Source: an optimization exercise on an open RTL-to-GDS flow (aim: small area). Production flows keep margins and buffers that such runs may drop. In this exercise RTL edits were held to simulation tests only and were not proved equivalent to the original. The flow treats the clock pin as an ideal source, which a real chip does not have. Power figures rest on the tool's default switching activity, not on a simulated workload.

run 1:
==> flow/design.v (excerpt) <==
module maindsp48a1 (
  input [17:0] A, B, D,
  input [47:0] C,
  input [17:0] BCIN,
  input [47:0] PCIN,
  input [7:0] OPMODE,
  input clk, CARRYIN,
  input RSTA, RSTB, RSTC, RSTCARRYIN, RSTD, RSTM, RSTOPMODE, RSTP,
  input CEA, CEB, CEM, CEP, CEC, CED, CECARRYIN, CEOPMODE,
  output [47:0] P,
  output [35:0] M,
  output CARRYOUT, CARRYOUTF,
  output [17:0] BCOUT,
  output [47:0] PCOUT
);
Size: ~1700 cells after synthesis, ~350 I/O pins, about 17000 um^2 of cells after synthesis.
==> flow/config.mk <==
export PLATFORM = sky130hd
export DESIGN_NAME = maindsp48a1
export DESIGN_NICKNAME = maindsp48a1
export VERILOG_FILES = /design/flow/design.v
export SDC_FILE = /design/flow/constraint.sdc
export NUM_CORES = 4
export LEC_CHECK = 0
export CAP_MARGIN = 20
export CORE_MARGIN = 2
export CORE_UTILIZATION = 40
export SLEW_MARGIN = 20
export SYNTH_HIERARCHICAL = 1
==> flow/constraint.sdc <==
create_clock -name core_clock -period 7.0 [get_ports {clk}]
set_input_delay 1.4000 -clock core_clock [delete_from_list [all_inputs] [get_ports {clk}]]
set_output_delay 1.4000 -clock core_clock [all_outputs]
set_load 0.01 [all_outputs]
standard.sh (not shown) runs the stock make flow with config.mk's settings and CLKGATE_MAP_FILE= SYNTH_SCRIPT=/design/flow/synth_recipe.tcl, a recipe that flattens the netlist after the stock synthesis.
==> flow/flow/run.sh <==
#!/bin/bash
# Own layout flow: the standard flow (standard.sh) with these changes:
#  - after synthesis (the standard Yosys run, unchanged), every combinational
#    cell that Yosys/ABC mapped to a drive strength above 1 is set back to the
#    smallest cell of its family (downsize.tcl); repair_design/repair_timing
#    upsize again where timing needs it;
#  - the port buffers that buffer_ports adds are buf_1 cells;
#  - CTS adds no dummy loads, and leaf clock buffers are clkbuf_8 where the
#    clock slew at their flip-flops allows (clkdown.tcl).
# ORFS writes each step's full log under orfs/logs; make's output goes to
# standard.log here.
set -uo pipefail
export POST_SYNTH_TCL="$PWD/flow/downsize.tcl"
export POST_CTS_TCL="$PWD/flow/clkdown.tcl"
export BUFFER_PORTS_ARGS="-buffer_cell sky130_fd_sc_hd__buf_1"
export CTS_ARGS="-sink_clustering_enable -repair_clock_nets -dont_use_dummy_load"
bash standard.sh > standard.log 2>&1
rc=$?
cp -r orfs/logs ./orfs_logs 2>/dev/null
exit $rc
Other scripts of this flow, unchanged in this note and not shown: flow/flow/clkdown.tcl, flow/flow/downsize.tcl
Relative to run 1, the following input files were edited for run 2:
- changing CORE_UTILIZATION from 40 to 60
Run 2: done, clean on timing, DRC and antenna. Summary: wire length of the first global-routing pass, run 2 better than run 1. Taking run 1 as the reference, in run 2 final critical-path required period has increased; power after layout fell by 0.76%; cell area after placement went down 0.85%. Looking at utilization, run 2 sits above run 1. Run 2 improves on run 1 in core box area. ~same clock share of power in run 2 and run 1. Relative to run 1, the number of placement rows of run 2 is lower by 14.
What run 3 does differently from run 2 at the input level:
- a change of CORE_UTILIZATION from 60 to 40
diff --git a/flow/flow/run.sh b/flow/flow/run.sh
--- a/flow/flow/run.sh
+++ b/flow/flow/run.sh
@@ -7,5 +7,6 @@
 #  - the port buffers that buffer_ports adds are buf_1 cells;
 #  - CTS adds no dummy loads, and leaf clock buffers are clkbuf_8 where the
-#    clock slew at their flip-flops allows (clkdown.tcl).
+#    clock slew at their flip-flops allows (clkdown.tcl);
+#  - timing-driven global placement does not keep its buffering (GPL_KEEP_OVERFLOW=0).
 # ORFS writes each step's full log under orfs/logs; make's output goes to
 # standard.log here.
@@ -14,4 +15,5 @@
 export POST_CTS_TCL="$PWD/flow/clkdown.tcl"
 export BUFFER_PORTS_ARGS="-buffer_cell sky130_fd_sc_hd__buf_1"
+export GPL_KEEP_OVERFLOW=0
 export CTS_ARGS="-sink_clustering_enable -repair_clock_nets -dont_use_dummy_load"
 bash standard.sh > standard.log 2>&1
Results
Final-layout clock buffer total: run 2 vs run 3 identical. Going from run 2 to run 3, total via count in the routed design has decreased; length of routed met3 wiring has decreased. The global-route usage of run 3 falls short of that of run 2 by 11 points. Compared with run 2, in run 3 weighted congestion reported at the end of routability-driven placement shows a reduction of about 8%, total instance count after detailed placement shows an increase of 119. Run 3 vs run 2 on area growth from synthesis to layout: run 3 is the higher one. Any difference in fraction of layout cells with a size suffix above 1 between run 3 and run 2 is small enough to ignore. Route | run 3 vs run 2 | wire longer in run 3. A launching element of the worst setup path of opr_q[2] is what run 3 shows, while b1_q[1] belongs to run 2.
Here is what was changed in the inputs of run 4 compared with run 3.
- PLACE_DENSITY now 0.75, previously not set
diff --git a/flow/flow/run.sh b/flow/flow/run.sh
--- a/flow/flow/run.sh
+++ b/flow/flow/run.sh
@@ -7,6 +7,5 @@
 #  - the port buffers that buffer_ports adds are buf_1 cells;
 #  - CTS adds no dummy loads, and leaf clock buffers are clkbuf_8 where the
-#    clock slew at their flip-flops allows (clkdown.tcl);
-#  - timing-driven global placement does not keep its buffering (GPL_KEEP_OVERFLOW=0).
+#    clock slew at their flip-flops allows (clkdown.tcl).
 # ORFS writes each step's full log under orfs/logs; make's output goes to
 # standard.log here.
@@ -15,5 +14,4 @@
 export POST_CTS_TCL="$PWD/flow/clkdown.tcl"
 export BUFFER_PORTS_ARGS="-buffer_cell sky130_fd_sc_hd__buf_1"
-export GPL_KEEP_OVERFLOW=0
 export CTS_ARGS="-sink_clustering_enable -repair_clock_nets -dont_use_dummy_load"
 bash standard.sh > standard.log 2>&1
Findings:
Higher layout-stage area growth over the synthesis result among run 4 and run 3: run 3. As far as global-route met2 utilization is concerned, run 4 and run 3 perform about the same. Reported for run 4 and run 3, critical path depth turned out identical to the last digit. Summary of run 4 over run 3: setup slack of the worst register-to-register path picked up an extra 280 ps; number of antenna violations at the first check in global routing now larger; wire length up 2.3%. Insertion delay to the later sink of the worst-skew pair down 50 ps in run 4 wrt run 3.

## what the ideal ports hide
The results above use ideal ports. As a check the final layouts listed here were re-extracted and re-timed, cells and wires unchanged. Step 1: set_driving_cell puts a clkbuf_16 on clk and a buf_2 on each other input, an assumption about the parent block. Step 2 times the ports against the registers' clock, not the clock port: input delays grow and output delays shrink by t, the midpoint of the rising clock arrivals with the driver on. Slacks: ideal ports / drivers / drivers and shift; pairs: ideal ports / drivers.
| run | t (ns) | slack for setup (ns) | latest minus earliest clock arrival (ns) |
|---|---|---|---|
| run 1 | 0.495 | 0.745 / 0.745 / 0.387 | 0.037 / 0.037 |
| run 2 | 0.449 | 0.603 / 0.603 / 0.458 | 0.027 / 0.027 |
| run 3 | 0.516 | 0.299 / 0.299 / 0.129 | 0.043 / 0.044 |
| run 4 | 0.474 | 0.576 / 0.576 / 0.368 | 0.029 / 0.029 |
After both steps setup and hold are still met in every run listed. For run 1, which loses most, drivers alone change the setup slack by 0.000 ns; drivers and shift together by -0.358 ns.
